This design comes from an exercise in tuning for small area, a short achievable clock period and few clock cycles on the open sky130 flow, not from production work.
RTL that was checked went through simulation tests only; none was proved equivalent to the original.
Only the layout flow was run in runs 1, 2 and 4 to 6; the RTL was not checked for function there.
Power figures rest on the tool's default switching activity, not on a simulated workload.

**design/flow/standard.sh**
```bash
#!/bin/bash
# synth_recipe.tcl (not shown) runs the flow's synth.tcl, then flattens the netlist and writes it again
# the make line also repeats each setting of config.mk as NAME=value (left out here)
make -C /OpenROAD-flow-scripts/flow DESIGN_CONFIG=/design/flow/config.mk WORK_HOME=/design/flow/orfs CLKGATE_MAP_FILE= SYNTH_SCRIPT=/design/flow/synth_recipe.tcl "${@:-finish}"
```
**design/flow/flow/run.sh**
```bash
#!/bin/bash
# Layout flow: the standard flow (standard synthesis unchanged), with the
# port buffers made from sky130_fd_sc_hd__buf_2 instead of the default cell.
# Each step's full output goes to its own log in this folder.
set -euo pipefail
export BUFFER_PORTS_ARGS="-buffer_cell sky130_fd_sc_hd__buf_2"
bash standard.sh synth > synth.log 2>&1
bash standard.sh > layout.log 2>&1
```
**design/flow/config.mk**
```make
export PLATFORM = sky130hd
export DESIGN_NAME = Mips16
export DESIGN_NICKNAME = Mips16
export VERILOG_FILES = /design/flow/design.v
export SDC_FILE = /design/flow/constraint.sdc
export NUM_CORES = 4
export LEC_CHECK = 0
export CAP_MARGIN = 20
export CORE_MARGIN = 2
export CORE_UTILIZATION = 40
export SETUP_SLACK_MARGIN = 2.5
export SLEW_MARGIN = 20
```
**design/flow/constraint.sdc**
```tcl
create_clock -name core_clock -period 7.0 [get_ports {clk}]
set_input_delay 1.4000 -clock core_clock [delete_from_list [all_inputs] [get_ports {clk}]]
set_output_delay 1.4000 -clock core_clock [all_outputs]
set_load 0.01 [all_outputs]
```
**design/flow/design.v**
```verilog
`timescale 1ns / 1ps
module Mips16(clk, reset, imem_addr, imem_data, dmem_addr, dmem_wdata, dmem_we,
              dmem_rdata, dout, wb_en, wb_reg, halted);
input clk, reset;
input [15:0] imem_data, dmem_rdata;
output [8:0] imem_addr, dmem_addr;
output [15:0] dmem_wdata, dout;
output dmem_we, wb_en, halted;
output [2:0] wb_reg;
localparam FN_ZERO = 4'd0, FN_SUM = 4'd1, FN_AND = 4'd2, FN_OR = 4'd3, FN_XOR = 4'd4,
           FN_SLT = 4'd5, FN_SLL = 4'd6, FN_SRL = 4'd7, FN_LW = 4'd8;
reg [8:0]  pc;           
reg        halted_r;
reg [15:0] e_a, e_b;     
reg [6:0]  e_imm;        
reg [3:0]  e_fn;
reg        e_sub, e_we, e_sw, e_br, e_bne, e_pred, e_halt;
reg [2:0]  e_dst;
reg [8:0]  e_alt;        
reg        wb_en_r;
reg [2:0]  wb_reg_r;
reg [15:0] dout_r;
reg [15:0] rf [1:7];
reg [7:1]  rf_ok;
wire [16:0] sum = {1'b0, e_a} + {1'b0, e_sub ? ~e_b : e_b} + {16'h0000, e_sub};
wire        ltu = !sum[16];
reg  [15:0] res;
always @* begin
	case (e_fn)
		FN_SUM: res = sum[15:0];
		FN_AND: res = e_a & e_b;
		FN_OR:  res = e_a | e_b;
		FN_XOR: res = e_a ^ e_b;
		FN_SLT: res = {15'h0000, ltu};
		FN_SLL: res = e_b << e_imm[2:0];
		FN_SRL: res = e_b >> e_imm[2:0];
		FN_LW:  res = dmem_rdata;
		default: res = 16'h0000;
	endcase
end
assign dmem_addr  = e_a[8:0] + {{2{e_imm[6]}}, e_imm};
assign dmem_wdata = e_b;
assign dmem_we    = e_sw;
wire br_taken = (e_a == e_b) ^ e_bne;
wire redirect = e_br && (br_taken != e_pred);
wire kill     = redirect || e_halt || halted_r;
wire [2:0] f_op   = imem_data[15:13];
wire [2:0] f_rs   = imem_data[12:10];
wire [2:0] f_rt   = imem_data[9:7];
wire [2:0] f_rd   = imem_data[6:4];
wire [3:0] f_func = imem_data[3:0];
wire [6:0] f_imm  = imem_data[6:0];
wire       f_isr  = (f_op == 3'b000);
wire       f_halt = f_isr && (f_func == 4'b1111);
wire       f_isimm = (f_op == 3'b001) || (f_op == 3'b010) || (f_op == 3'b011);
wire       f_lw   = (f_op == 3'b110);
wire       f_br   = (f_op[2:1] == 2'b10);
wire [2:0] f_dst  = f_isr ? f_rd : f_rt;
wire       f_we   = ((f_isr && !f_halt) || f_isimm || f_lw) && (f_dst != 3'b000);
wire       f_pred = f_br && ((f_rs == f_rt) ? !f_op[0] : (f_imm[6] | f_op[0]));
wire [8:0] f_off  = {{2{f_imm[6]}}, f_imm};
wire [8:0] f_pc1  = pc + 9'd1;
wire [8:0] f_tgt  = f_pc1 + f_off;
reg  [3:0] f_fn;
always @* begin
	case (f_op)
		3'b000: case (f_func)
			4'd0: f_fn = FN_SLL;
			4'd1, 4'd2: f_fn = FN_SUM;
			4'd3: f_fn = FN_AND;
			4'd4: f_fn = FN_OR;
			4'd5: f_fn = FN_XOR;
			4'd6: f_fn = FN_SLT;
			4'd7: f_fn = FN_SRL;
			default: f_fn = FN_ZERO;
		endcase
		3'b001: f_fn = FN_SUM;
		3'b010: f_fn = FN_OR;
		3'b011: f_fn = FN_SLT;
		3'b110: f_fn = FN_LW;
		default: f_fn = FN_ZERO;
	endcase
end
wire f_sub = f_isr ? f_func[1] : (f_op == 3'b011);
reg [15:0] f_a, f_b;
integer i;
always @* begin
	f_a = 16'h0000;
	f_b = 16'h0000;
	for (i = 1; i < 8; i = i + 1) begin
		if (f_rs == i && rf_ok[i]) f_a = f_a | rf[i];
		if (f_rt == i && rf_ok[i]) f_b = f_b | rf[i];
	end
	if (e_we && e_dst == f_rs) f_a = res;
	if (e_we && e_dst == f_rt) f_b = res;
	if (f_isimm) f_b = {{9{f_imm[6]}}, f_imm};
end
always @(posedge clk) begin
	if (reset) begin
		pc <= 9'd0;
		halted_r <= 1'b0;
		e_we <= 1'b0;
		e_sw <= 1'b0;
		e_br <= 1'b0;
		e_halt <= 1'b0;
		wb_en_r <= 1'b0;
		rf_ok <= 7'd0;
	end else begin
		if (redirect)
			pc <= e_alt;
		else if (!kill)
			pc <= f_pred ? f_tgt : f_pc1;
		if (e_halt)
			halted_r <= 1'b1;
		e_we <= f_we && !kill;
		e_sw <= (f_op == 3'b111) && !kill;
		e_br <= f_br && !kill;
		e_halt <= f_halt && !kill;
		wb_en_r <= e_we;
		if (e_we)
			rf_ok[e_dst] <= 1'b1;
	end
	e_a <= f_a;
	e_b <= f_b;
	e_imm <= f_isr ? {4'b0000, f_rs} : f_imm;
	e_fn <= f_fn;
	e_sub <= f_sub;
	e_bne <= f_op[0];
	e_pred <= f_pred;
	e_dst <= f_dst;
	e_alt <= f_pred ? f_pc1 : f_tgt;
	wb_reg_r <= e_dst;
	dout_r <= res;
	if (e_we)
		rf[e_dst] <= res;
end
assign imem_addr = pc;
assign dout = dout_r;
assign wb_en = wb_en_r;
assign wb_reg = wb_reg_r;
assign halted = halted_r;
endmodule
```
==> out/metrics.csv, run 1 <==
stage,metric,value,unit
outcome,outcome,timing/DRC/antenna clean,
routing,vias_per_cell,6.33,
clock_network,numCtsBuffers,24,
cells_and_area,antenna_cells,0,
floorplanning,fp.dieW,183,um
critical_path,critPathLaunch,e_imm[0]$_DFF_P_,
global_routing,grt_use_total,23.5,%
critical_path,start_kind,register,
sta,slew_headroom,25.1,%
routing,drt-pass1-iter-count,10,
sta,clock_skew,16.4,ps
sta,max_freq,238,MHz
global_routing,grt_overflow_total,0,
sta,fin_crit,4200,ps
placed_design,io_buffers,89,
routing,wl_per_cell,23.6,um
global_routing,grt_max_degree,37,
floorplanning,die-area,33400,um^2
cells_and_area,fin_cells,1693,
clock_network,holdBufCountCts,0,
clock_network,clk_pin_slew_worst_paths,60,ps
cells_and_area,drive_above_1_share,16.5,%
synthesis,yosysMostFrequentCell,edfxtp_1,
min_path,worstHoldStart,e_alt[1]$_DFF_P_,
sta,rsz0062_at_grt,false,
floorplanning,io_pins,90,
critical_path,cp_common_cell,o21ai_0,
routing,drt-initial-drc-count,1424,
critical_path,path_max_fanout,36,
clock_network,clock_latency,530,ps
global_routing,grt_first_pass_wirelength,60.7,mm
synthesis,async_flop_share,0,%
sta,finalHoldViolCount,0,
power,vdd_drop_max,175,uV
routing,vias,10723,
synthesis,ys_ff_latch,211,
floorplanning,rows,65,
synthesis,syn_nets,1351,
placed_design,dp_hpwl,27.5,mm
sta,drv_slew,0,
floorplanning,start_util,40.6,%
routing,antenna_left,0,
sta,finalSetupViolations,0,
clock_network,clockRootBuffer,clkbuf_16,
synthesis,synthCells,1238,
synthesis,synth_common_cells,"edfxtp_1, dfxtp_1, ha_1, clkbuf_1, nor2_1",
critical_path,crit_type,register to primary output,
clock_network,cts_sinks,211,
power,p_leak,5.53,nW
critical_path,arrival,2800,ps
floorplanning,die_h,183,um
synthesis,seq_area_frac_synth,41.8,%
synthesis,synth_largest_area_cell,edfxtp_1,
synthesis,synthFlopType,edfxtp_1,
clock_network,cts_buffer_depth,3,
cells_and_area,syn2layout_area_growth,12.1,%
synthesis,yosys.cell_types.count,94,
clock_network,post_cts_buffers,0,
run,drv_cap,0,
min_path,hold_class,register to register,
cells_and_area,fin_util,45.5,%
power,cellPowerDensity,238,nW/um^2
sta,setup_tns,0,ps
clock_network,cts_resized,2,
clock_network,h-tree-depth,1,
cells_and_area,final_nets,1386,
routing,drc_errors,0,
synthesis,synth_area,12800,um^2
critical_path,slowest_delay,400,ps
critical_path,rr_startpoint,e_b[12]$_DFF_P_,
clock_network,cts_tree,done,
synthesis,synth-edff-count,112,
synthesis,synth.avg_cell_area,10.3,um^2
global_routing,grt_pass1_vias,10194,
placed_design,place_congestion,0.911,
sta,worst_pin_slew,1120,ps
synthesis,yosys-top-cells-area,"edfxtp_1, dfxtp_1, ha_1",
critical_path,crit_path_end_kind,primary output,
floorplanning,core,31500,um^2
synthesis,yosys.area.top_type_share,26.3,%
placed_design,placed_cells,1649,
synthesis,ys_warn_count,1,
critical_path,crit_slowest_cell,fa_1,
global_routing,antenna_found_initial,1,
sta,post-route-period-util,60.1,%
critical_path,path_cells,buf_12 -> ha_1 -> inv_1 -> fa_1 -> nor2b_1 -> o21ai_0 -> a21boi_1 -> o21ai_0 -> a21oi_1 -> xnor2_1 -> buf_2,
critical_path,worstPathRequired,5600,ps
routing,postRouteWirelength,39.9,mm
-- routing by layer --
metal / vias to the layer above / global-route usage (%) / part of all wire [%]
li1: 4864 / - / -
met1: 5198 / 32.4 / 42
met2: 575 / 38.3 / 46
met3: 86 / 3.13 / 8.4
met4: 0 / 7.61 / 2.7
met5: - / 0 / 0
-- power breakdown --
part | internal [mW] | switching (mW)
clock | 0.749 | 0.511
combinational | 0.261 | 0.392
sequential | 1.41 | 0.0836
-- registers in the layout (all words and copies together) (netlist names), 3 cells and up --
register,flops
rf,112
dout_r,16
e_a,16
e_b,16
e_alt,9
pc,9
e_imm,7
rf_ok,7
e_fn,4
e_dst,3
wb_reg_r,3
-- per-stage QoR --
| step | worst slack, ps | cell area [um^2] | hold WS [ps] | total power, mW |
|---|---|---|---|---|
| 6_report | 2800 | 14300 | 437 | 3.41 |
| 4_1_cts | 2610 | 14300 | 436 | 3.41 |
| 5_1_grt | 2570 | 14300 | 446 | 3.54 |
| 2_1_floorplan | 3280 | 12800 | 329 | 1.94 |
| 3_5_place_dp | 3030 | 13500 | 428 | 2.16 |
| 3_3_place_gp | 3120 | 13500 | 425 | 2.15 |
-- cell families (layout without fill, tap and decap cells) --
logic type      after synthesis  in the layout  share of synthesized area (%)
compound gates              352            352                           20.6
simple gates                318            318                           13.5
flops                       211            211                           41.8
buf+inv                     169            222                           5.46
fa+ha+maj                    79             79                           7.91
mux                          55             55                           7.03
xor+xnor                     54             54                           3.70
-- critical path, delay by kind of cell, from the launching register on --
kind	cells	cell delay, ps
compound gates	4	640
xor+xnor	1	130
fa+ha+maj	2	610
buf+inv	3	420
flops	1	340
simple gates	1	120
-- area by class of cell --
class	count	area, um^2
inverters	63	236
repair buffers	115	653
flip-flops and latches	211	5350
clock inverters	13	130
clock buffers	31	668
well taps	402	503
fillers	2937	17200
multi-input cells	858	6790
-- worst paths after layout --
kind,cells after the start,slack [ps],end
worst max register to register,8,3440,pc[7]$_SDFFE_PP0P_
worst max-delay path,11,2800,dmem_addr[8]
worst min register to register,2,440,pc[1]$_SDFFE_PP0P_
worst min-delay path,2,440,pc[1]$_SDFFE_PP0P_
-- placed cells by master (no fill, tap or decap), drive strengths merged, types with 17 or more instances in the layout --
cell | Yosys | routed
a21oi | 49 | 49
xor2 | 25 | 25
nor2b | 17 | 17
inv | 62 | 62
o21ai | 47 | 47
dfxtp | 99 | 99
nand2 | 55 | 55
nor3 | 32 | 32
a31oi | 21 | 21
clkbuf | 74 | 31
a22oi | 54 | 54
a222oi | 33 | 33
nand4 | 22 | 22
xnor2 | 29 | 29
a221oi | 19 | 19
nand3 | 31 | 31
buf | 32 | 115
ha | 76 | 76
edfxtp | 112 | 112
o21a | 17 | 17
mux2i | 23 | 23
nor2 | 74 | 74
mux4 | 25 | 25
==> run 2, diff against run 1 <==
==> design/flow/run.sh (new file) <==
#!/bin/bash
# synth_recipe.tcl (not shown) runs the flow's synth.tcl, then flattens the netlist and writes it again
# the make line also repeats each setting of config.mk as NAME=value (left out here)
make -C /OpenROAD-flow-scripts/flow DESIGN_CONFIG=/design/flow/config.mk WORK_HOME=/design/flow/orfs CLKGATE_MAP_FILE= SYNTH_SCRIPT=/design/flow/synth_recipe.tcl finish
removed: design/flow/flow/run.sh
removed: design/flow/standard.sh
==> run 2 against run 1 <==
Area after synthesis did not move. Power rose by 1.7%. Sequential power barely moved. Global-route usage fell by 0.052 points. Design area rose by 3.5%. Flip-flop and latch count did not move. Core utilization rose by 1.6 points. Via count fell by 0.95%. Largest cell class unchanged.
==> out/metrics.csv, run 2 <==
stage,metric,value,unit
power,p_comb_share,20.2,%
clock_network,holdBufCountCts,0,
clock_network,cts_tree,done,
routing,antenna_left,0,
sta,clock_skew,17.5,ps
critical_path,rrSetupSlack,3340,ps
critical_path,crit_type,register to primary output,
critical_path,worstPathRequired,5600,ps
cells_and_area,fin_cells,1694,
sta,post-route-period-util,61.5,%
cells_and_area,register_area,5350,um^2
synthesis,yosysMostFrequentCell,edfxtp_1,
min_path,min_to,pc[3]$_SDFFE_PP0P_,
global_routing,grt_overflow_total,0,
sta,setup_tns,0,ps
global_routing,grt_max_degree,35,
synthesis,synthFlopType,edfxtp_1,
sta,rsz0062_at_grt,false,
routing,drt-initial-drc-count,1548,
critical_path,r2r_end,pc[7]$_SDFFE_PP0P_,
routing,drt-pass1-iter-count,9,
critical_path,arrival,2910,ps
sta,finalHoldViolCount,0,
clock_network,cts_buffer_depth,3,
synthesis,synth.avg_cell_area,10.3,um^2
clock_network,clk_pin_slew_worst_paths,60,ps
routing,vias,10621,
min_path,whs_path_depth,2,
floorplanning,start_util,40.6,%
floorplanning,core,31500,um^2
global_routing,grt_first_pass_wirelength,61.0,mm
synthesis,synthCells,1238,
critical_path,slowest_delay,600,ps
sta,worst_pin_slew,1030,ps
clock_network,clockRootBuffer,clkbuf_16,
synthesis,ys_warn_count,1,
placed_design,place_congestion,0.916,
power,switching_share,28.0,%
synthesis,synth-edff-count,112,
floorplanning,rows,65,
routing,drc_errors,0,
power,seqPwrFrac,43.3,%
synthesis,yosys.cell_types.count,94,
clock_network,h-tree-depth,1,
critical_path,rr_startpoint,e_b[12]$_DFF_P_,
sta,slew_headroom,31.1,%
cells_and_area,n_fill_cell,2872,
floorplanning,fp.dieW,183,um
critical_path,crit_slowest_cell,clkdlybuf4s50_1,
critical_path,start_kind,register,
cells_and_area,final_common_cell,edfxtp_1,
power,cell_internal_pwr,2.49,mW
routing,postRouteWirelength,40.0,mm
synthesis,async_flop_share,0,%
clock_network,cts_sinks,211,
cells_and_area,final_nets,1387,
routing,vias_per_cell,6.27,
critical_path,path_max_fanout,13,
critical_path,crit_family,compound AO/OA/AOI/OAI gates,
synthesis,ys_ff_latch,211,
synthesis,synth_common_cells,"edfxtp_1, dfxtp_1, ha_1, clkbuf_1, nor2_1",
critical_path,path_cells,ha_1 -> a21o_1 -> a21oi_1 -> nand2b_1 -> a21boi_0 -> o211ai_1 -> xnor2_1 -> clkdlybuf4s50_1,
floorplanning,die_h,183,um
critical_path,reg2reg_depth,8,
run,drv_cap,0,
critical_path,critPathLaunch,e_imm[1]$_DFF_P_,
sta,fin_crit,4310,ps
sta,finalSetupViolations,0,
cells_and_area,multi_input_area,6790,um^2
sta,drv_slew,0,
floorplanning,die-area,33400,um^2
power,p_leak,5.54,nW
placed_design,io_buffers,89,
power,power_frac_clock,36.6,%
synthesis,yosys.area.top_type_share,26.3,%
power,p_switching,971,uW
cells_and_area,syn2layout_area_growth,16.0,%
cells_and_area,top_register,rf,
min_path,hold_class,register to register,
clock_network,clock_latency,520,ps
cells_and_area,final_cell_mix,"edfxtp_1, dfxtp_1, clkdlybuf4s50_1",
synthesis,yosys-top-cells-area,"edfxtp_1, dfxtp_1, ha_1",
placed_design,placed_cells,1647,
outcome,outcome,timing/DRC/antenna clean,
min_path,worstHoldStart,e_alt[3]$_DFF_P_,
synthesis,syn_nets,1351,
critical_path,crit_path_end_kind,primary output,
synthesis,synth_area,12800,um^2
global_routing,antenna_found_initial,0,
placed_design,dp_hpwl,27.2,mm
clock_network,numCtsBuffers,24,
global_routing,grt_use_total,23.4,%
synthesis,seq_area_frac_synth,41.8,%
global_routing,grt_pass1_vias,10241,
synthesis,synth_largest_area_cell,edfxtp_1,
sta,worst_slack,2690,ps
power,vdd_drop_max,172,uV
critical_path,path_buf_inv,1,
placed_design,pre_cts_slack,2670,ps
power,cellPowerDensity,234,nW/um^2
routing,wl_per_cell,23.6,um
cells_and_area,drive_above_1_share,9.67,%
floorplanning,io_pins,90,
sta,max_freq,232,MHz
cells_and_area,antenna_cells,0,
cells_and_area,largest_register_ff_count,112,
-- run 2: cell count changes in the layout (fill, tap and decap cells not counted), sizes merged --
| cell | change |
|---|---|
| clkinvlp | -5 |
| clkbuf | +3 |
| clkinv | +2 |
| buf | -89 |
| dlymetal6s2s | +2 |
| clkdlybuf4s50 | +87 |
| bufbuf | +1 |
-- run 2: kinds of logic (layout without fill, tap and decap cells) --
group | after synthesis | count (layout) | share of synthesized area [%]
XOR/XNOR | 54 | 54 | 3.70
multiplexers | 55 | 55 | 7.03
AND/OR/NAND/NOR | 318 | 318 | 13.5
flip-flops | 211 | 211 | 41.8
adder cells (fa/ha/maj) | 79 | 79 | 7.91
AO/OA/AOI/OAI | 352 | 352 | 20.6
buffers and inverters | 169 | 223 | 5.46
-- run 2: stage by stage --
stage	util [%]	area (um^2)	hold WS, ps	total power [mW]
3_5_place_dp	44.3	13900	427	2.20
5_1_grt	47.1	14800	448	3.60
2_1_floorplan	-	12800	329	1.94
4_1_cts	47.0	14800	436	3.47
3_3_place_gp	44.3	13900	423	2.20
6_report	47.1	14800	433	3.46
-- run 2: tightest hold or removal path: cells and delay by family, from the launching register on --
family	cells	cell delay [ps]
DFF	1	300
and+or+nand+nor	1	40
AOI/OAI and AO/OA	1	50
-- run 2: how the worst max path moves through the flow --
stage,end,slack [ps],depth (start not counted)
after global routing,dmem_addr[7],2560,8
after detailed placement,dmem_addr[8],2670,11
after global placement,dmem_addr[8],2710,11
after floorplan,dmem_addr[6],3280,11
after CTS,dmem_addr[6],2560,9
final,dmem_addr[7],2690,8
-- run 2: area by class of cell --
type                            instances  area share (%)
Tap cell                              402            3.39
Clock buffer                           34            4.73
Clock inverter                         10           0.734
Sequential cell                       211            36.1
Timing Repair Buffer                  116            7.69
Multi-Input combinational cell        858            45.8
Inverter                               63            1.60
-- run 2: per-layer routing --
layer | global-route usage [%] | vias up | routed length [um]
met5 | 0 | - | 0
met2 | 38.3 | 524 | 18500
met3 | 3.95 | 79 | 3750
met4 | 6.84 | 0 | 981
li1 | - | 4856 | -
met1 | 32.0 | 5162 | 16800
-- run 2: power groups by stage --
stage / clock (mW) / sequential [mW] / combinational (mW)
2_1_floorplan: 0 / 1.49 / 0.454
3_3_place_gp: 0 / 1.52 / 0.680
3_5_place_dp: 0 / 1.52 / 0.685
4_1_cts: 1.28 / 1.50 / 0.696
5_1_grt: 1.33 / 1.51 / 0.766
6_report: 1.27 / 1.50 / 0.700
-- run 2: repair_timing --
item | CTS | global route
resized for setup | 5 | 4
endpoints found under the setup margin | 4 | 2
setup buffers | 1 | 1
gates cloned | 1 | 0
pin swaps | 0 | 2
==> run 3, diff against run 2 <==
--- a/design/flow/design.v
+++ b/design/flow/design.v
@@ -15,2 +15,3 @@
 reg [6:0]  e_imm;        
+reg [2:0]  e_sh;         
 reg [3:0]  e_fn;
@@ -24,3 +25,3 @@
 reg [7:1]  rf_ok;
-wire [16:0] sum = {1'b0, e_a} + {1'b0, e_sub ? ~e_b : e_b} + {16'h0000, e_sub};
+wire [16:0] sum = {1'b0, e_a} + {1'b0, e_b} + {16'h0000, e_sub};
 wire        ltu = !sum[16];
@@ -34,4 +35,4 @@
 		FN_SLT: res = {15'h0000, ltu};
-		FN_SLL: res = e_b << e_imm[2:0];
-		FN_SRL: res = e_b >> e_imm[2:0];
+		FN_SLL: res = e_b << e_sh;
+		FN_SRL: res = e_b >> e_sh;
 		FN_LW:  res = dmem_rdata;
@@ -83,3 +84,3 @@
 end
-wire f_sub = f_isr ? f_func[1] : (f_op == 3'b011);
+wire f_sub = (f_isr && (f_func == 4'd2 || f_func == 4'd6)) || (f_op == 3'b011);
 reg [15:0] f_a, f_b;
@@ -96,2 +97,3 @@
 	if (f_isimm) f_b = {{9{f_imm[6]}}, f_imm};
+	if (f_sub) f_b = ~f_b;
 end
@@ -124,3 +126,4 @@
 	e_b <= f_b;
-	e_imm <= f_isr ? {4'b0000, f_rs} : f_imm;
+	e_imm <= f_imm;
+	e_sh <= f_rs;
 	e_fn <= f_fn;
==> design/flow/flow/run.sh (new file) <==
#!/bin/bash
# Layout flow: the standard flow (standard synthesis unchanged), with the
# port buffers made from sky130_fd_sc_hd__buf_2 instead of the default cell.
# Each step's full output goes to its own log in this folder.
set -euo pipefail
export BUFFER_PORTS_ARGS="-buffer_cell sky130_fd_sc_hd__buf_2"
bash standard.sh synth > synth.log 2>&1
bash standard.sh > layout.log 2>&1
==> design/flow/standard.sh (new file) <==
#!/bin/bash
# synth_recipe.tcl (not shown) runs the flow's synth.tcl, then flattens the netlist and writes it again
# the make line also repeats each setting of config.mk as NAME=value (left out here)
make -C /OpenROAD-flow-scripts/flow DESIGN_CONFIG=/design/flow/config.mk WORK_HOME=/design/flow/orfs CLKGATE_MAP_FILE= SYNTH_SCRIPT=/design/flow/synth_recipe.tcl "${@:-finish}"
--- a/design/flow/config.mk
+++ b/design/flow/config.mk
@@ -10,3 +10,4 @@
 export CORE_UTILIZATION = 40
-export SETUP_SLACK_MARGIN = 2.5
+export CTS_BUF_LIST = sky130_fd_sc_hd__clkbuf_8
+export SETUP_SLACK_MARGIN = 3
 export SLEW_MARGIN = 20
removed: design/flow/run.sh
==> run 3 against run 2 <==
Still clean. Non-clock buffer count fell by 6. Clock-buffer cell count rose by 3. Area after synthesis fell by 2.8%.
==> out/metrics.csv, run 3 <==
stage,metric,value,unit
outcome,outcome,timing/DRC/antenna clean,
cells_and_area,register_area,5410,um^2
cells_and_area,final_cell_mix,"edfxtp_1, dfxtp_1, buf_2",
global_routing,grt_max_degree,35,
sta,clock_skew,24.2,ps
clock_network,h-tree-depth,2,
critical_path,slowest_delay,370,ps
power,vdd_drop_max,149,uV
min_path,whs_path_depth,2,
floorplanning,die-area,32500,um^2
synthesis,synthFlopType,edfxtp_1,
critical_path,crit_type,register to primary output,
placed_design,place_congestion,0.910,
floorplanning,io_pins,90,
floorplanning,rows,64,
critical_path,crit_slowest_cell,fa_2,
sta,worst_slack,3120,ps
critical_path,crit_family,compound AO/OA/AOI/OAI gates,
clock_network,cts_buffer_depth,3,
placed_design,dpl_cell_area,13100,um^2
sta,whs,460,ps
sta,post-route-period-util,55.4,%
sta,worst_pin_slew,1130,ps
synthesis,synth-edff-count,112,
global_routing,grt_pass1_vias,10125,
synthesis,yosys.area.top_type_share,27.1,%
synthesis,async_flop_share,0,%
critical_path,rrSetupSlack,3310,ps
floorplanning,die_h,180,um
critical_path,path_buf_inv,3,
synthesis,synthCells,1212,
critical_path,path_depth,11,
critical_path,start_kind,register,
floorplanning,core,30600,um^2
power,p_leak,5.33,nW
sta,fin_crit,3880,ps
global_routing,grt_overflow_total,0,
routing,vias,10483,
synthesis,synth_common_cells,"edfxtp_1, dfxtp_1, nor2_1, nand2_1, ha_1",
routing,wl_per_cell,23.1,um
clock_network,cts_sinks,214,
cells_and_area,fin_util,45.5,%
sta,rsz0062_at_grt,true,
synthesis,synth_area,12400,um^2
synthesis,synth.avg_cell_area,10.2,um^2
cells_and_area,fin_area,13900,um^2
floorplanning,fp.dieW,180,um
routing,postRouteWirelength,38.9,mm
critical_path,worstPathRequired,5600,ps
routing,drt-initial-drc-count,1545,
placed_design,io_buffers,89,
placed_design,placed_cells,1620,
synthesis,synth_largest_area_cell,edfxtp_1,
global_routing,grt_use_total,23.3,%
cells_and_area,final_nets,1366,
cells_and_area,drive_above_1_share,17.3,%
cells_and_area,fin_cells,1687,
critical_path,path_cells,ha_4 -> inv_1 -> fa_2 -> inv_2 -> a21oi_1 -> o21bai_1 -> a21o_1 -> a21oi_2 -> o21ai_1 -> xnor2_1 -> buf_2,
clock_network,cts_tree,done,
critical_path,crit_path_end_kind,primary output,
synthesis,syn_nets,1312,
cells_and_area,top_register,rf,
clock_network,clockRootBuffer,clkbuf_8,
routing,vias_per_cell,6.21,
cells_and_area,multi_input_area,6430,um^2
global_routing,grt_first_pass_wirelength,59.9,mm
sta,finalHoldViolCount,0,
min_path,hold_class,register to register,
sta,setup_tns,0,ps
run,drv_cap,0,
clock_network,numCtsBuffers,37,
synthesis,yosys-top-cells-area,"edfxtp_1, dfxtp_1, ha_1",
sta,drv_slew,0,
synthesis,seq_area_frac_synth,43.5,%
power,cellPowerDensity,236,nW/um^2
clock_network,clock_latency,540,ps
cells_and_area,syn2layout_area_growth,12.0,%
clock_network,clk_pin_slew_worst_paths,50,ps
synthesis,yosys.cell_types.count,82,
placed_design,dp_hpwl,26.9,mm
routing,drt-pass1-iter-count,6,
cells_and_area,final_common_cell,edfxtp_1,
floorplanning,start_util,40.6,%
synthesis,yosysMostFrequentCell,edfxtp_1,
global_routing,antenna_found_initial,2,
sta,slew_headroom,24.1,%
cells_and_area,largest_register_ff_count,112,
sta,finalSetupViolations,0,
critical_path,path_max_fanout,2,
critical_path,reg2reg_depth,10,
routing,antenna_left,0,
cells_and_area,n_fill_cell,2891,
sta,max_freq,258,MHz
placed_design,pre_cts_slack,3110,ps
power,p_total,3.28,mW
synthesis,ys_ff_latch,214,
synthesis,ys_warn_count,1,
critical_path,arrival,2480,ps
routing,drc_errors,0,
==> run 3: area by class of cell <==
type	count	share of cell area, %
clock buffers	37	3.66
flip-flops and latches	214	38.9
inverters	60	1.62
clock inverters	25	1.67
multi-input cells	843	46.2
well taps	396	3.56
repair buffers	110	4.34
diodes	2	0.0360
==> run 3: logic make-up after synthesis <==
logic type	synth area share, %
AOI/OAI and AO/OA	21.0
and+or+nand+nor	13.9
DFF	43.5
buffers and inverters	5.25
adders and majority gates	6.89
xor gates and xnor gates	3.67
muxes	5.71
==> run 3: path summary, 6_finish.rpt <==
| path | start | to |
|---|---|---|
| setup / recovery | e_a[0]$_DFF_P_ | dmem_addr[8] |
| hold / removal | e_alt[3]$_DFF_P_ | pc[3]$_SDFFE_PP0P_ |
| setup reg to reg | e_b[0]$_DFF_P_ | e_a[8]$_DFF_P_ |
| hold reg to reg | e_alt[3]$_DFF_P_ | pc[3]$_SDFFE_PP0P_ |
==> run 3: what timing repair did <==
item	CTS	global route
resized for setup	6	5
pin swaps	3	6
setup buffers	1	2
hold buffers	0	0
setup endpoints to repair	3	2
==> run 3: worst register-to-register path, cell delays in order, from the launching register on <==
cell	delay, ps
dfxtp_1	580
fa_1	330
inv_1	70
fa_1	420
nor2b_1	250
o2111ai_1	270
a21boi_0	310
nor3_1	100
a2111oi_2	540
nand2_1	390
o21a_1	310
==> run 3: power by group <==
part / total, mW / switching [mW] / internal (mW)
combinational: 0.607 / 0.366 / 0.241
sequential: 1.51 / 0.0928 / 1.42
clock: 1.16 / 0.513 / 0.647
==> run 3: metal layers <==
metal  vias up  GRT usage, %  share of wire [%]
met1      5036          32.0                 42
met4         0          8.35                2.9
met2       556          36.9                 46
met5         -             0                  0
li1       4794             -                  -
met3        97          4.26                8.9
Testbench counts of run 3, summed over its fixed seeds: cycles 15,823.
==> run 4, diff against run 3 <==
--- a/design/flow/design.v
+++ b/design/flow/design.v
@@ -41,3 +41,3 @@
 end
-assign dmem_addr  = e_a[8:0] + {{2{e_imm[6]}}, e_imm};
+ALU_addr agen(.base(e_a[8:0]), .off(e_imm), .addr(dmem_addr));
 assign dmem_wdata = e_b;
@@ -145 +145,8 @@
 endmodule
+`timescale 1ns / 1ps
+module ALU_addr(base, off, addr);
+input  [8:0] base;
+input  [6:0] off;
+output [8:0] addr;
+assign addr = base + {{2{off[6]}}, off};
+endmodule
==> design/flow/flow/run.sh (replaced) <==
#!/bin/bash
# Layout flow: the standard synthesis (standard.sh synth, unchanged), then
# the standard ORFS layout with two changes: port buffers made from
# sky130_fd_sc_hd__buf_2, and the resizer allowed to change a cell's footprint
# when it sizes cells for timing (MATCH_CELL_FOOTPRINT=0).
# Each step's full output goes to its own log in this folder.
set -euo pipefail
export BUFFER_PORTS_ARGS="-buffer_cell sky130_fd_sc_hd__buf_2"
bash standard.sh synth > synth.log 2>&1
sed 's/ CLKGATE_MAP_FILE= / CLKGATE_MAP_FILE= MATCH_CELL_FOOTPRINT=0 /' standard.sh > standard_layout.sh
grep -q 'MATCH_CELL_FOOTPRINT=0' standard_layout.sh
bash standard_layout.sh > layout.log 2>&1
--- a/design/flow/config.mk
+++ b/design/flow/config.mk
@@ -13 +13,2 @@
 export SLEW_MARGIN = 20
+export SYNTH_HIERARCHICAL = 1
==> run 4 against run 3 <==
Core utilization is 0.15 points lower. Register-to-register slack improved by 380 ps. Die area shrank 0.14%. Flip-flop and latch count is the same. First-iteration DRC count decreased by 7.9%. Area after synthesis decreased by 0.15%. Highest routed layer unchanged. Largest power group unchanged. Critical path depth is 4 lower. Clock power barely moved. Synthesized cell count is 2.5% lower. Hold slack improved by 3.3 ps. Power grew 0.65%.
==> out/metrics.csv, run 4 <==
stage,metric,value,unit
outcome,outcome,timing/DRC/antenna clean,
cells_and_area,drive_above_1_share,16.8,%
synthesis,yosysMostFrequentCell,edfxtp_1,
sta,worst_pin_slew,1090,ps
synthesis,async_flop_share,0,%
sta,worst_slack,3110,ps
sta,drv_slew,0,
sta,finalSetupViolations,0,
critical_path,arrival,2490,ps
clock_network,clk_pin_slew_worst_paths,60,ps
synthesis,synth_largest_area_cell,edfxtp_1,
clock_network,cts_buffer_depth,3,
global_routing,grt_max_degree,36,
floorplanning,io_pins,90,
synthesis,yosys-top-cells-area,"edfxtp_1, dfxtp_1, ha_1",
placed_design,dp_hpwl,26.6,mm
cells_and_area,top_register,rf,
synthesis,synth-edff-count,112,
routing,wl_per_cell,23.4,um
synthesis,yosys.cell_types.count,86,
critical_path,crit_type,register to primary output,
routing,drc_errors,0,
floorplanning,fp.dieW,180,um
placed_design,place_congestion,0.982,
cells_and_area,final_nets,1332,
sta,rsz0062_at_grt,false,
routing,postRouteWirelength,38.9,mm
power,p_leak,5.44,nW
routing,vias_per_cell,6.19,
routing,antenna_left,0,
clock_network,clockRootBuffer,clkbuf_8,
sta,setup_tns,0,ps
global_routing,met2_usage,36.6,%
global_routing,met3_usage,3.96,%
global_routing,grt.busiest_layer,met2,
synthesis,seq_area_frac_synth,43.6,%
synthesis,yosys.area.top_type_share,27.1,%
critical_path,start_kind,register,
synthesis,ys_warn_count,7,
clock_network,clock_latency,550,ps
clock_network,holdBufCountCts,0,
critical_path,path_max_fanout,4,
critical_path,worstPathRequired,5600,ps
power,cellPowerDensity,238,nW/um^2
floorplanning,rows,64,
global_routing,grt_first_pass_wirelength,59.5,mm
placed_design,pre_cts_slack,3460,ps
run,drv_cap,0,
synthesis,synth_area,12400,um^2
cells_and_area,fin_area,13900,um^2
cells_and_area,antenna_cells,0,
clock_network,cts_sinks,214,
sta,slew_headroom,27.6,%
synthesis,synthFlopType,edfxtp_1,
synthesis,syn_nets,1279,
sta,whs,464,ps
floorplanning,die_h,180,um
sta,fin_crit,3890,ps
global_routing,grt_pass1_vias,9953,
placed_design,dpl_cell_area,13100,um^2
cells_and_area,largest_register_ff_count,112,
routing,drt-pass1-iter-count,6,
power,vdd_drop_max,160,uV
routing,drt-initial-drc-count,1423,
global_routing,antenna_found_initial,0,
floorplanning,core,30600,um^2
synthesis,synthCells,1182,
critical_path,crit_path_end_kind,primary output,
synthesis,synth.avg_cell_area,10.5,um^2
sta,clock_skew,33.5,ps
global_routing,grt_overflow_total,0,
clock_network,numCtsBuffers,37,
synthesis,ys_ff_latch,214,
synthesis,synth_common_cells,"edfxtp_1, dfxtp_1, nor2_1, clkbuf_1, ha_1",
sta,post-route-period-util,55.6,%
floorplanning,die-area,32400,um^2
cells_and_area,final_common_cell,edfxtp_1,
sta,finalHoldViolCount,0,
cells_and_area,final_cell_mix,"edfxtp_1, dfxtp_1, buf_2",
floorplanning,start_util,40.5,%
global_routing,use_met1,32.1,%
min_path,hold_class,register to register,
routing,vias,10269,
clock_network,cts_tree,done,
global_routing,grt_use_total,23.2,%
cells_and_area,syn2layout_area_growth,11.8,%
placed_design,io_buffers,89,
sta,max_freq,257,MHz
clock_network,h-tree-depth,2,
==> run 4: layout make-up <==
type / count / area, um^2
clock inverters: 24 / 169
multi-input cells: 823 / 6450
repair buffers: 105 / 566
flip-flops and latches: 214 / 5410
inverters: 54 / 203
clock buffers: 42 / 578
well taps: 396 / 495
fillers: 2910 / 16700
==> run 4: kinds of logic after synthesis <==
kind of cell	share of synthesized area, %
compound gates	20.9
xor+xnor	3.60
fa+ha+maj	6.60
buf+inv	5.01
flops	43.6
mux	6.56
simple gates	13.8
==> run 4: layer usage <==
metal	wire (um)	share of wire [%]	up-vias
met5	0	0	-
met4	1140	2.9	0
met3	3360	8.7	83
met2	17600	45	543
met1	16800	43	4946
li1	-	-	4697
==> run 4: final timing paths <==
| kind | startpoint | to | slack [ps] | cells after the start |
|---|---|---|---|---|
| setup / recovery | e_a[0]$_DFF_P_ | dmem_addr[6] | 3110 | 7 |
| hold / removal | e_alt[4]$_DFF_P_ | pc[4]$_SDFFE_PP0P_ | 460 | 2 |
| setup reg to reg | e_b[13]$_DFF_P_ | pc[8]$_SDFFE_PP0P_ | 3690 | 9 |
| hold reg to reg | e_alt[4]$_DFF_P_ | pc[4]$_SDFFE_PP0P_ | 460 | 2 |
==> run 4: critical path: stages, from the launching register on <==
cell and delay [ps]:
dfxtp_1 390, ha_1 280, fa_1 400, a21o_2 250
a21oi_4 190, o21ai_0 130, xor2_1 160, buf_2 150
==> run 4: per-module statistics from Yosys (local to each module, per instance) <==
| module | flip-flops and latches | cells |
|---|---|---|
| ALU_addr | 0 | 41 |
| Mips16 | 214 | 1141 |
==> run 4: per-stage QoR <==
stage          utilization (%)  power, mW  instances
6_report                  45.3       3.30       1658
5_1_grt                   45.3       3.45       1658
4_1_cts                   45.3       3.32       1658
3_5_place_dp              42.8       2.17       1592
3_3_place_gp              42.8       2.16       1592
2_1_floorplan                -       1.95       1182
==> run 4: repair_timing <==
item	4_1_cts	5_1_grt
resized for setup	0	1
buffers inserted	0	0
hold endpoints to repair	0	0
endpoints found under the setup margin	0	1
==> run 4: where the power goes <==
group	total, mW	switching, mW	internal (mW)
logic	0.632	0.379	0.253
registers	1.52	0.0938	1.43
clock network	1.14	0.516	0.628
==> run 5, diff against run 4 <==
--- a/design/flow/config.mk
+++ b/design/flow/config.mk
@@ -9,4 +9,4 @@
 export CORE_MARGIN = 2
-export CORE_UTILIZATION = 40
-export CTS_BUF_LIST = sky130_fd_sc_hd__clkbuf_8
+export CORE_UTILIZATION = 55
+export CTS_BUF_LIST = sky130_fd_sc_hd__clkbuf_4
 export SETUP_SLACK_MARGIN = 3
==> run 5 against run 4 <==
Clock power fell by 9%. Clock skew up 56 ps. Area after synthesis did not move. Critical path depth is the same. Power decreased by 2.9%. Sequential power about the same. Flip-flop and latch count is the same. First-iteration DRC count is 1.3% lower. Non-clock buffer count rose by 4. Wire length increased by 1.1%. Worst setup slack better by 18 ps.
==> out/metrics.csv, run 5 <==
stage,metric,value,unit
global_routing,grt_overflow_total,0,
sta,post-route-period-util,55.3,%
critical_path,path_cells,ha_2 -> fa_1 -> a21o_2 -> a21oi_4 -> o21ai_1 -> xor2_1 -> buf_2,
critical_path,worstPathRequired,5600,ps
sta,finalSetupViolations,0,
global_routing,grt_first_pass_wirelength,59.7,mm
sta,slew_headroom,29.4,%
sta,rsz0062_at_grt,true,
power,p_comb_share,19.9,%
routing,wl_per_cell,24.8,um
clock_network,post_cts_buffers,0,
sta,worst_pin_slew,1060,ps
synthesis,ys_warn_count,7,
synthesis,synth.avg_cell_area,10.5,um^2
cells_and_area,final_common_cell,edfxtp_1,
synthesis,synth_area,12400,um^2
global_routing,grt_pass1_vias,9948,
critical_path,path_buf_inv,1,
clock_network,cts_buffer_depth,3,
routing,drt-initial-drc-count,1404,
power,p_leak,5.46,nW
floorplanning,io_pins,90,
clock_network,clockRootBuffer,clkbuf_4,
cells_and_area,fin_area,13700,um^2
power,p_switching,987,uW
global_routing,antenna_found_initial,1,
floorplanning,core,22000,um^2
sta,worst_slack,3130,ps
routing,vias_per_cell,6.71,
global_routing,grt_max_degree,36,
cells_and_area,largest_register_ff_count,112,
min_path,hold_class,register to register,
placed_design,place_congestion,0.935,
power,vdd_drop_max,173,uV
cells_and_area,syn2layout_area_growth,10.4,%
sta,finalHoldViolCount,0,
routing,postRouteWirelength,39.3,mm
synthesis,yosys.cell_types.count,86,
placed_design,dpl_cell_area,13000,um^2
power,cellPowerDensity,234,nW/um^2
clock_network,cts_sinks,214,
cells_and_area,n_fill_cell,1894,
sta,whs,468,ps
routing,drc_errors,0,
global_routing,grt_use_total,32.8,%
sta,drv_slew,0,
synthesis,yosys.area.top_type_share,27.1,%
cells_and_area,multi_input_area,6430,um^2
sta,setup_tns,0,ps
placed_design,pre_cts_slack,3410,ps
synthesis,async_flop_share,0,%
clock_network,numCtsBuffers,56,
synthesis,seq_area_frac_synth,43.6,%
placed_design,io_buffers,89,
outcome,outcome,timing/DRC/antenna clean,
sta,clock_skew,90.0,ps
critical_path,path_max_fanout,4,
power,switching_share,30.8,%
synthesis,yosysMostFrequentCell,edfxtp_1,
synthesis,syn_nets,1279,
sta,fin_crit,3870,ps
critical_path,arrival,2470,ps
clock_network,clk_pin_slew_worst_paths,60,ps
synthesis,synthFlopType,edfxtp_1,
clock_network,h-tree-depth,2,
floorplanning,fp.dieW,154,um
placed_design,dp_hpwl,26.7,mm
power,cell_internal_pwr,2.22,mW
synthesis,yosys-top-cells-area,"edfxtp_1, dfxtp_1, ha_1",
critical_path,slowest_delay,400,ps
clock_network,holdBufCountCts,0,
power,seqPwrFrac,47.6,%
cells_and_area,final_nets,1355,
cells_and_area,drive_above_1_share,18.9,%
routing,vias,10613,
sta,max_freq,258,MHz
synthesis,ys_ff_latch,214,
critical_path,start_kind,register,
routing,antenna_left,0,
critical_path,crit_type,register to primary output,
critical_path,crit_slowest_cell,fa_1,
routing,drt-pass1-iter-count,8,
floorplanning,rows,54,
synthesis,synth_largest_area_cell,edfxtp_1,
synthesis,synth_common_cells,"edfxtp_1, dfxtp_1, nor2_1, clkbuf_1, ha_1",
cells_and_area,final_cell_mix,"edfxtp_1, dfxtp_1, buf_2",
power,power_frac_clock,32.6,%
critical_path,crit_path_end_kind,primary output,
power,p_total,3.20,mW
cells_and_area,register_area,5410,um^2
synthesis,synth-edff-count,112,
clock_network,cts_tree,done,
floorplanning,start_util,56.5,%
cells_and_area,top_register,rf,
critical_path,crit_family,adder cells,
clock_network,clock_latency,720,ps
run,drv_cap,0,
floorplanning,die-area,23800,um^2
synthesis,synthCells,1182,
floorplanning,die_h,154,um
run 5: per-module statistics from Yosys (local to each module, per instance):
| module | flops+latches | copies in the design | cells inside |
|---|---|---|---|
| ALU_addr | 0 | 1 | 41 |
| Mips16 | 214 | 1 | 1141 |
run 5: through the flow:
stage / cells / util, %
2_1_floorplan: 1182 / -
3_3_place_gp: 1480 / 59.1
3_5_place_dp: 1480 / 59.1
4_1_cts: 1578 / 62.3
5_1_grt: 1580 / 62.3
6_report: 1581 / 62.4
run 5: cells by family after synthesis:
logic type	share of synthesized area (%)
compound gates	20.9
simple gates	13.8
flops	43.6
buf+inv	5.01
fa+ha+maj	6.60
xor+xnor	3.60
mux	6.56
run 5: final cells by class:
class	count	area share, %
diodes	3	0.0548
clock buffers	81	4.44
clock inverters	17	0.640
inverters	54	1.48
multi-input cells	823	47.0
flip-flops and latches	214	39.5
well taps	280	2.56
repair buffers	109	4.35
run 5: what timing repair did:
item	CTS	global route
pin swaps	0	1
setup endpoints to repair	2	3
gates resized for setup	2	2
hold endpoints to repair	0	0
run 5: final timing paths:
| check | from | slack (ps) | to | cells past startpoint |
|---|---|---|---|---|
| max | e_a[0]$_DFF_P_ | 3130 | dmem_addr[6] | 7 |
| min | e_alt[1]$_DFF_P_ | 470 | pc[1]$_SDFFE_PP0P_ | 2 |
| max reg2reg | e_b[10]$_DFF_P_ | 3680 | pc[8]$_SDFFE_PP0P_ | 9 |
| min reg2reg | e_alt[1]$_DFF_P_ | 470 | pc[1]$_SDFFE_PP0P_ | 2 |
run 5: routing by layer:
metal / vias to the layer above / track usage [%] / share of wire, %
li1: 4787 / - / -
met1: 5071 / 47.0 / 42
met2: 647 / 49.8 / 44
met3: 108 / 5.30 / 9.7
met4: 0 / 13.2 / 3.3
met5: - / 0 / 0
run 5: worst min-delay path, stage by stage, from the launching register on:
cell	delay, ps
dfxtp_1	310
a21oi_1	60
nor2_1	70
run 5: power groups by stage:
stage | logic, mW | clock network [mW] | registers (mW)
final | 0.637 | 1.04 | 1.52
after global routing | 0.696 | 1.13 | 1.53
after CTS | 0.628 | 1.07 | 1.52
after detailed placement | 0.624 | 0 | 1.55
after global placement | 0.620 | 0 | 1.55
after floorplan | 0.426 | 0 | 1.52
==> run 6, diff against run 5 <==
--- a/design/flow/config.mk
+++ b/design/flow/config.mk
@@ -9,5 +9,5 @@
 export CORE_MARGIN = 2
-export CORE_UTILIZATION = 55
-export CTS_BUF_LIST = sky130_fd_sc_hd__clkbuf_4
-export SETUP_SLACK_MARGIN = 3
+export CORE_UTILIZATION = 50
+export CTS_BUF_LIST = sky130_fd_sc_hd__clkbuf_8
+export SETUP_SLACK_MARGIN = 3.6
 export SLEW_MARGIN = 20
==> run 6 against run 5 <==
Cell count grew 0.82%. Largest power group unchanged. First-iteration DRC count shrank 1.6%. Still clean on timing, DRC and antenna. Critical path depth is the same. Sequential share of layout area shrank 0.56 points. Design area grew 1.7%. Worst setup slack gained 180 ps. Clock skew shrank 47 ps.
==> out/metrics.csv, run 6 <==
stage,metric,value,unit
placed_design,place_congestion,0.930,
power,p_leak,5.49,nW
critical_path,path_max_fanout,3,
critical_path,crit_end,dmem_addr[4],
synthesis,synth_largest_area_cell,edfxtp_1,
synthesis,yosys-top-cells-area,"edfxtp_1, dfxtp_1, ha_1",
global_routing,grt_max_degree,36,
floorplanning,die-area,26100,um^2
power,cell_internal_pwr,2.24,mW
routing,wl_per_cell,25.0,um
global_routing,grt_overflow_total,0,
cells_and_area,final_common_cell,edfxtp_1,
synthesis,yosysMostFrequentCell,edfxtp_1,
synthesis,ys_warn_count,7,
run,drv_cap,0,
synthesis,synthCells,1182,
routing,drt-initial-drc-count,1382,
clock_network,cts_tree,done,
floorplanning,rows,57,
synthesis,ys_ff_latch,214,
clock_network,numCtsBuffers,37,
critical_path,worstPathRequired,5600,ps
global_routing,grt_first_pass_wirelength,60.1,mm
cells_and_area,n_fill_cell,2135,
min_path,whs_path_depth,2,
synthesis,yosys.cell_types.count,86,
critical_path,crit_path_end_kind,primary output,
sta,finalHoldViolCount,0,
sta,slew_headroom,30.6,%
cells_and_area,final_nets,1339,
cells_and_area,top_register,rf,
synthesis,seq_area_frac_synth,43.6,%
synthesis,synth_area,12400,um^2
global_routing,antenna_found_initial,1,
sta,setup_tns,0,ps
critical_path,rrSetupSlack,3690,ps
critical_path,rr_startpoint,e_b[11]$_DFF_P_,
power,p_total,3.23,mW
synthesis,async_flop_share,0,%
sta,worst_slack,3310,ps
sta,rsz0062_at_grt,true,
routing,vias_per_cell,6.56,
power,p_comb_share,20.2,%
clock_network,holdBufCountCts,0,
sta,finalSetupViolations,0,
sta,worst_pin_slew,1040,ps
floorplanning,core,24300,um^2
cells_and_area,final_cell_mix,"edfxtp_1, dfxtp_1, buf_2",
synthesis,synth-edff-count,112,
clock_network,cts_sinks,214,
sta,max_freq,271,MHz
power,seqPwrFrac,47.3,%
floorplanning,start_util,51.0,%
cells_and_area,syn2layout_area_growth,12.3,%
placed_design,dp_hpwl,26.9,mm
critical_path,critPathLaunch,e_a[0]$_DFF_P_,
clock_network,clock_latency,540,ps
placed_design,placed_cells,1521,
sta,fin_crit,3690,ps
power,p_switching,990,uW
routing,postRouteWirelength,39.8,mm
min_path,hold_class,register to register,
routing,drc_errors,0,
synthesis,yosys.area.top_type_share,27.1,%
cells_and_area,largest_register_ff_count,112,
critical_path,r2r_end,e_b[14]$_DFF_P_,
routing,vias,10457,
floorplanning,die_h,161,um
floorplanning,fp.dieW,161,um
power,power_frac_clock,32.6,%
cells_and_area,antenna_cells,0,
critical_path,reg2reg_depth,9,
cells_and_area,fin_cells,1594,
synthesis,synth.avg_cell_area,10.5,um^2
floorplanning,io_pins,90,
placed_design,pre_cts_slack,3350,ps
critical_path,start_kind,register,
clock_network,clockRootBuffer,clkbuf_8,
power,switching_share,30.6,%
synthesis,syn_nets,1279,
global_routing,grt_use_total,30.1,%
clock_network,h-tree-depth,2,
critical_path,arrival,2290,ps
sta,clock_skew,42.9,ps
synthesis,synth_common_cells,"edfxtp_1, dfxtp_1, nor2_1, clkbuf_1, ha_1",
outcome,outcome,timing/DRC/antenna clean,
sta,post-route-period-util,52.8,%
clock_network,cts_buffer_depth,3,
critical_path,crit_type,register to primary output,
global_routing,grt_pass1_vias,10034,
cells_and_area,fin_util,57.2,%
placed_design,io_buffers,89,
sta,drv_slew,0,
power,cellPowerDensity,232,nW/um^2
routing,antenna_left,0,
cells_and_area,drive_above_1_share,18.3,%
clock_network,clk_pin_slew_worst_paths,60,ps
power,vdd_drop_max,137,uV
routing,drt-pass1-iter-count,7,
synthesis,synthFlopType,edfxtp_1,
## run 6: final cells by class
cell class                      count  area [um^2]  share of cell area [%]
Multi-Input combinational cell    823         6580                    47.3
Inverter                           54          203                    1.46
Timing Repair Buffer              112          622                    4.47
Clock inverter                     25          114                   0.818
Sequential cell                   214         5420                    38.9
Tap cell                          324          405                    2.91
Clock buffer                       42          578                    4.15
## run 6: power groups by stage
stage	combinational [mW]	clock [mW]	sequential, mW
3_3_place_gp	0.621	0	1.55
6_report	0.651	1.05	1.53
4_1_cts	0.638	1.08	1.52
2_1_floorplan	0.426	0	1.52
5_1_grt	0.712	1.12	1.54
3_5_place_dp	0.625	0	1.55
## run 6: worst max-delay path, stage by stage (launching register included)
cell and delay [ps]:
dfxtp_4 370, ha_4 170, fa_2 340, a21o_4 220, a21oi_4 200, buf_4 140
xnor2_1 130, buf_2 170
## run 6: what timing repair did
| item | 4_1_cts | 5_1_grt |
|---|---|---|
| gates resized for setup | 25 | 8 |
| endpoints found under the setup margin | 5 | 19 |
| buffers inserted | 5 | 1 |
| pin swaps | 13 | 4 |
## run 6: routing by layer
metal  wire [um]  global-route usage, %
met5          37                  0.947
met4        1160                   10.3
met3        3750                   6.03
met2       17800                   45.9
met1       17100                   42.7
## run 6: kinds of logic after synthesis
family / synth area share, %
xor gates and xnor gates: 3.60
adders and majority gates: 6.60
buffers and inverters: 5.01
AOI/OAI and AO/OA: 20.9
and+or+nand+nor: 13.8
muxes: 6.56
DFF: 43.6
## run 6: modules after synthesis, one instance, submodules excluded
| module | cell area, um^2 | flops+latches |
|---|---|---|
| Mips16 | 12100 | 214 |
| ALU_addr | 345 | 0 |
## run 6: how the worst min path moves through the flow
stage,startpoint,endpoint
final,e_alt[1]$_DFF_P_,pc[1]$_SDFFE_PP0P_
after global routing,e_alt[1]$_DFF_P_,pc[1]$_SDFFE_PP0P_
after CTS,e_alt[4]$_DFF_P_,pc[4]$_SDFFE_PP0P_
after detailed placement,e_alt[4]$_DFF_P_,pc[4]$_SDFFE_PP0P_
after global placement,e_alt[4]$_DFF_P_,pc[4]$_SDFFE_PP0P_
after floorplan,e_dst[0]$_DFF_P_,wb_reg_r[0]$_DFF_P_
## run 6: stage by stage
step | hold slack [ps] | area [um^2]
final | 461 | 13900
after CTS | 458 | 13900
after global placement | 439 | 13000
after global routing | 488 | 13900
after floorplan | 326 | 12400
after detailed placement | 443 | 13000
==> run 7, diff against run 6 <==
--- a/design/flow/design.v
+++ b/design/flow/design.v
@@ -14,3 +14,3 @@
 reg [15:0] e_a, e_b;     
-reg [6:0]  e_imm;        
+reg [8:0]  e_addr;       
 reg [2:0]  e_sh;         
@@ -41,3 +41,3 @@
 end
-ALU_addr agen(.base(e_a[8:0]), .off(e_imm), .addr(dmem_addr));
+assign dmem_addr  = e_addr;
 assign dmem_wdata = e_b;
@@ -47,2 +47,3 @@
 wire kill     = redirect || e_halt || halted_r;
+wire stall;
 wire [2:0] f_op   = imem_data[15:13];
@@ -62,2 +63,4 @@
 wire [8:0] f_off  = {{2{f_imm[6]}}, f_imm};
+wire       f_mem  = (f_op[2:1] == 2'b11);
+assign     stall  = f_mem && e_we && (e_dst == f_rs);
 wire [8:0] f_pc1  = pc + 9'd1;
@@ -85,11 +88,12 @@
 wire f_sub = (f_isr && (f_func == 4'd2 || f_func == 4'd6)) || (f_op == 3'b011);
-reg [15:0] f_a, f_b;
+reg [15:0] f_ra, f_a, f_b;
 integer i;
 always @* begin
-	f_a = 16'h0000;
+	f_ra = 16'h0000;
 	f_b = 16'h0000;
 	for (i = 1; i < 8; i = i + 1) begin
-		if (f_rs == i && rf_ok[i]) f_a = f_a | rf[i];
+		if (f_rs == i && rf_ok[i]) f_ra = f_ra | rf[i];
 		if (f_rt == i && rf_ok[i]) f_b = f_b | rf[i];
 	end
+	f_a = f_ra;
 	if (e_we && e_dst == f_rs) f_a = res;
@@ -99,2 +103,4 @@
 end
+wire [8:0] f_addr;
+ALU_addr agen(.base(f_ra[8:0]), .off(f_imm), .addr(f_addr));
 always @(posedge clk) begin
@@ -112,3 +118,3 @@
 			pc <= e_alt;
-		else if (!kill)
+		else if (!kill && !stall)
 			pc <= f_pred ? f_tgt : f_pc1;
@@ -116,4 +122,4 @@
 			halted_r <= 1'b1;
-		e_we <= f_we && !kill;
-		e_sw <= (f_op == 3'b111) && !kill;
+		e_we <= f_we && !kill && !stall;
+		e_sw <= (f_op == 3'b111) && !kill && !stall;
 		e_br <= f_br && !kill;
@@ -126,3 +132,3 @@
 	e_b <= f_b;
-	e_imm <= f_imm;
+	e_addr <= f_addr;
 	e_sh <= f_rs;
--- a/design/flow/config.mk
+++ b/design/flow/config.mk
@@ -9,5 +9,5 @@
 export CORE_MARGIN = 2
-export CORE_UTILIZATION = 50
+export CORE_UTILIZATION = 40
 export CTS_BUF_LIST = sky130_fd_sc_hd__clkbuf_8
-export SETUP_SLACK_MARGIN = 3.6
+export SETUP_SLACK_MARGIN = 3
 export SLEW_MARGIN = 20
==> run 7 against run 6 <==
Highest routed layer is now met4. Maximum frequency shrank 3.6%. Design area up 0.85%. Power rose by 3.8%. Sequential power hardly changed. Sequential share of layout area fell by 0.13 points. Global-route usage fell by 7.3 points. Synthesized cell count grew 0.85%. Clock-buffer cell count up 4. Register-to-register slack worse by 380 ps. Critical path type is now primary input to register.
==> out/metrics.csv, run 7 <==
stage,metric,value,unit
clock_network,post_cts_buffers,0,
critical_path,reg2reg_depth,9,
clock_network,numCtsBuffers,38,
floorplanning,fp.dieW,181,um
clock_network,cts_tree,done,
synthesis,yosys-top-cells-area,"edfxtp_1, dfxtp_1, ha_1",
synthesis,synthCells,1192,
cells_and_area,drive_above_1_share,18.3,%
floorplanning,start_util,40.7,%
cells_and_area,fin_util,45.8,%
placed_design,dp_hpwl,26.4,mm
cells_and_area,largest_register_ff_count,112,
clock_network,clock_latency,540,ps
placed_design,place_congestion,0.930,
sta,setup_tns,0,ps
run,drv_cap,0,
min_path,hold_class,register to register,
placed_design,io_buffers,89,
synthesis,ys_warn_count,7,
critical_path,worstPathRequired,7410,ps
power,p_total,3.35,mW
cells_and_area,syn2layout_area_growth,12.5,%
outcome,outcome,timing/DRC/antenna clean,
routing,drc_errors,0,
routing,vias,10387,
critical_path,path_max_fanout,16,
critical_path,r2r_end,e_a[0]$_DFF_P_,
sta,rsz0062_at_grt,false,
min_path,min_to,pc[2]$_SDFFE_PP0P_,
global_routing,grt_pass1_vias,9963,
power,vdd_drop_max,111,uV
power,cellPowerDensity,239,nW/um^2
sta,drv_slew,0,
sta,clock_skew,22.0,ps
clock_network,cts_sinks,216,
global_routing,grt_use_total,22.8,%
synthesis,synthFlopType,edfxtp_1,
clock_network,holdBufCountCts,0,
synthesis,yosysMostFrequentCell,edfxtp_1,
global_routing,grt_max_degree,35,
floorplanning,die-area,32600,um^2
clock_network,clockRootBuffer,clkbuf_8,
critical_path,rr_startpoint,e_b[0]$_DFF_P_,
critical_path,start_kind,primary input,
critical_path,crit_path_end_kind,register,
clock_network,h-tree-depth,2,
sta,post-route-period-util,54.7,%
clock_network,cts_resized,0,
synthesis,syn_nets,1289,
routing,postRouteWirelength,38.3,mm
routing,drt-pass1-iter-count,8,
routing,antenna_left,0,
critical_path,crit_type,primary input to register,
synthesis,ys_ff_latch,216,
sta,finalHoldViolCount,0,
cells_and_area,final_common_cell,edfxtp_1,
routing,vias_per_cell,6.20,
floorplanning,rows,64,
clock_network,clk_pin_slew_worst_paths,60,ps
synthesis,synth-edff-count,112,
sta,worst_pin_slew,1090,ps
floorplanning,die_h,181,um
sta,finalSetupViolations,0,
global_routing,grt_first_pass_wirelength,58.5,mm
synthesis,synth.avg_cell_area,10.5,um^2
synthesis,yosys.area.top_type_share,27.0,%
min_path,whs_path_depth,2,
synthesis,async_flop_share,0,%
global_routing,antenna_found_initial,0,
floorplanning,core,30700,um^2
synthesis,synth_common_cells,"edfxtp_1, dfxtp_1, nand2_1, nor2_1, a22oi_1",
synthesis,synth_area,12500,um^2
routing,drt-initial-drc-count,1272,
floorplanning,io_pins,90,
cells_and_area,final_cell_mix,"edfxtp_1, dfxtp_1, buf_2",
cells_and_area,top_register,rf,
sta,whs,424,ps
sta,max_freq,261,MHz
routing,wl_per_cell,22.9,um
cells_and_area,antenna_cells,0,
synthesis,seq_area_frac_synth,43.7,%
sta,fin_crit,3830,ps
global_routing,grt_overflow_total,0,
power,p_leak,5.42,nW
critical_path,rrSetupSlack,3310,ps
critical_path,arrival,4240,ps
clock_network,cts_buffer_depth,3,
min_path,worstHoldStart,e_alt[2]$_DFF_P_,
synthesis,synth_largest_area_cell,edfxtp_1,
sta,slew_headroom,26.9,%
synthesis,yosys.cell_types.count,88,
cells_and_area,final_nets,1349,
run 7: cell types whose count changed after synthesis, moves of 9 or more:
cell / change
xor2_1: -9
a22oi_1: +17
nand2_1: +21
a21o_1: -9
nand3_1: +11
a22o_1: -12
nor2_1: +9
a31oi_1: -10
o21ai_0: -16
inv_1: +9
run 7: layer usage:
layer  global-route usage (%)  vias up  share of wire, %
met2                     36.9      532                46
met1                     30.8     5020                43
met3                     3.74       95               8.0
met5                        0        -                 0
li1                         -     4740                 -
met4                     8.03        0               3.2
run 7: logic make-up after synthesis:
logic type,share of synthesized area [%]
xor gates and xnor gates,3.51
muxes,6.93
buffers and inverters,5.28
DFF,43.7
AOI/OAI and AO/OA,21.2
and+or+nand+nor,12.9
adders and majority gates,6.56
run 7: through the flow:
stage                     cell area (um^2)  instances  setup slack [ps]
after floorplan                      12500       1192              3100
after global placement               13200       1606              2780
after detailed placement             13200       1606              2720
after CTS                            14000       1673              3250
after global routing                 14000       1675              3080
final                                14000       1675              3170
run 7: worst max-delay path by stage:
stage / from / endpoint
floorplan: imem_data[10] / e_addr[6]$_DFF_P_
global placement: imem_data[10] / e_addr[6]$_DFF_P_
detailed placement: imem_data[10] / e_addr[6]$_DFF_P_
CTS: e_b[0]$_DFF_P_ / e_a[0]$_DFF_P_
global route: imem_data[10] / e_addr[6]$_DFF_P_
finish: imem_data[10] / e_addr[6]$_DFF_P_
run 7: cell type report:
type                    instances  area (um^2)
fillers                      2912        16600
multi-input cells             821         6430
flip-flops and latches        216         5450
clock buffers                  46          633
repair buffers                112          622
well taps                     396          495
inverters                      63          236
clock inverters                21          176
run 7: Yosys stat by module, one instance, submodules excluded:
| module | cells inside | copies in the design | flip-flops and latches | area [um^2] |
|---|---|---|---|---|
| Mips16 | 1151 | 1 | 216 | 12100 |
| ALU_addr | 41 | 1 | 0 | 345 |
run 7: worst max-delay path: stages:
cell and delay, ps:
buf_2 220, and4b_1 500, a222oi_1 500, nand3_1 180
ha_1 280, fa_1 410, a21o_2 230, a21oi_2 210
o21ai_0 150, xor2_1 160
run 7: report_power, final:
group / switching, mW / internal [mW] / leakage [nW] / total [mW]
Sequential: 0.0856 / 1.44 / 1.89 / 1.52
Clock: 0.521 / 0.710 / 0.458 / 1.23
Combinational: 0.360 / 0.239 / 3.07 / 0.600
Total: 0.967 / 2.39 / 5.42 / 3.35
Testbench counts of run 7, summed over its fixed seeds: cycles 15,929.
==> run 8, diff against run 7 <==
--- a/design/flow/config.mk
+++ b/design/flow/config.mk
@@ -9,5 +9,5 @@
 export CORE_MARGIN = 2
-export CORE_UTILIZATION = 40
+export CORE_UTILIZATION = 50
 export CTS_BUF_LIST = sky130_fd_sc_hd__clkbuf_8
-export SETUP_SLACK_MARGIN = 3
+export SETUP_SLACK_MARGIN = 4.0
 export SLEW_MARGIN = 20
==> run 8 against run 7 <==
Still clean on timing, DRC and antenna. Critical path depth is the same. Combinational power grew 9.8%. Wire length grew 4.4%. Area after synthesis is the same. Maximum frequency grew 20%. Flip-flop and latch count is the same. Clock power shrank 5%. Clock-buffer cell count shrank 1. Die area shrank 20%. Power grew 0.32%. Synthesized cell count is the same. Critical path type unchanged. Largest cell class unchanged.
==> out/metrics.csv, run 8 <==
stage,metric,value,unit
sta,worst_slack,3800,ps
cells_and_area,top_register,rf,
synthesis,synth_area,12500,um^2
synthesis,syn_nets,1289,
critical_path,arrival,3610,ps
sta,rsz0062_at_grt,true,
cells_and_area,syn2layout_area_growth,17.5,%
critical_path,worstPathRequired,7410,ps
synthesis,async_flop_share,0,%
sta,slew_headroom,22.4,%
synthesis,synthFlopType,edfxtp_1,
synthesis,ys_ff_latch,216,
cells_and_area,drive_above_1_share,25.2,%
cells_and_area,multi_input_area,6770,um^2
cells_and_area,antenna_cells,0,
synthesis,synth-edff-count,112,
power,p_comb_share,19.6,%
global_routing,grt_first_pass_wirelength,61.3,mm
floorplanning,core,24400,um^2
floorplanning,io_pins,90,
power,cell_internal_pwr,2.38,mW
floorplanning,die_h,162,um
placed_design,dpl_cell_area,13200,um^2
clock_network,holdBufCountCts,0,
power,switching_share,29.4,%
clock_network,cts_tree,done,
sta,finalHoldViolCount,0,
outcome,outcome,timing/DRC/antenna clean,
synthesis,yosys.cell_types.count,88,
cells_and_area,register_area,5470,um^2
global_routing,grt_max_degree,35,
clock_network,cts_buffer_depth,3,
sta,clock_skew,26.5,ps
critical_path,start_kind,primary input,
global_routing,grt_use_total,30.3,%
placed_design,dp_hpwl,27.1,mm
floorplanning,fp.dieW,162,um
power,seqPwrFrac,45.6,%
synthesis,yosysMostFrequentCell,edfxtp_1,
run,drv_cap,0,
floorplanning,start_util,51.1,%
clock_network,h-tree-depth,2,
routing,drt-initial-drc-count,1502,
cells_and_area,final_common_cell,edfxtp_1,
routing,antenna_left,0,
power,p_leak,5.65,nW
synthesis,synth_common_cells,"edfxtp_1, dfxtp_1, nand2_1, nor2_1, a22oi_1",
power,p_switching,990,uW
routing,drc_errors,0,
## run 8: what timing repair did
action,in CTS,in global routing
setup buffers,24,4
resized for setup,61,37
pin swaps,11,14
setup endpoints to repair,105,86
cloned,3,0
## run 8: routing by layer
| layer | up-vias | track usage, % | share of wire, % |
|---|---|---|---|
| met5 | - | 0 | 0 |
| met4 | 0 | 8.77 | 2.5 |
| met3 | 81 | 4.80 | 9.3 |
| met2 | 623 | 45.4 | 44 |
| met1 | 5250 | 45.3 | 45 |
| li1 | 4817 | - | - |
## run 8: final cells by class
cell class	instances	share of cell area, %
Sequential cell	216	37.3
Clock inverter	22	0.990
Tap cell	324	2.77
Multi-Input combinational cell	821	46.2
Timing Repair Buffer	144	6.85
Inverter	63	1.66
Clock buffer	45	4.23
## run 8: final timing paths
check | start | end | slack (ps) | cells past startpoint
hold reg to reg | e_alt[3]$_DFF_P_ | pc[3]$_SDFFE_PP0P_ | 420 | 2
hold / removal | e_alt[3]$_DFF_P_ | pc[3]$_SDFFE_PP0P_ | 420 | 2
setup reg to reg | e_b[0]$_DFF_P_ | e_a[0]$_DFF_P_ | 4100 | 9
setup / recovery | imem_data[10] | e_addr[8]$_DFF_P_ | 3800 | 10
## run 8: stage by stage
stage / std cells / util [%]
2_1_floorplan: 1192 / -
3_3_place_gp: 1537 / 54.2
3_5_place_dp: 1537 / 54.2
4_1_cts: 1631 / 59.3
5_1_grt: 1635 / 60.1
6_report: 1635 / 60.1
## run 8: power by group through the flow
stage	Clock, mW	Combinational (mW)	Sequential (mW)
after floorplan	0	0.408	1.53
after global placement	0	0.590	1.55
after detailed placement	0	0.596	1.55
after CTS	1.19	0.631	1.53
after global routing	1.25	0.720	1.54
final	1.17	0.659	1.53
## run 8: Yosys stat by module (local to each module, per instance)
module | flops+latches | copies in the design
Mips16 | 216 | 1
ALU_addr | 0 | 1
## run 8: worst max-delay path: stages
cell and delay (ps):
buf_12 100, and4b_4 220, a222oi_1 380, nand3_1 250, ha_4 230, fa_2 360
a21o_4 230, a21oi_4 200, o31ai_4 100, xnor2_1 140
## run 8: logic make-up after synthesis
logic type	Yosys count	synth area share, %
AOI/OAI and AO/OA	344	21.2
adders and majority gates	63	6.56
buffers and inverters	155	5.28
DFF	216	43.7
xor gates and xnor gates	50	3.51
muxes	51	6.93
and+or+nand+nor	313	12.9

Check on run 8: ideal ports give 3.797 ns setup slack; a clkbuf_16 on the clock port and buf_2 on the inputs give 3.693 ns; moving port delays by the midpoint clock arrival (0.568 ns) as well gives 3.125 ns.
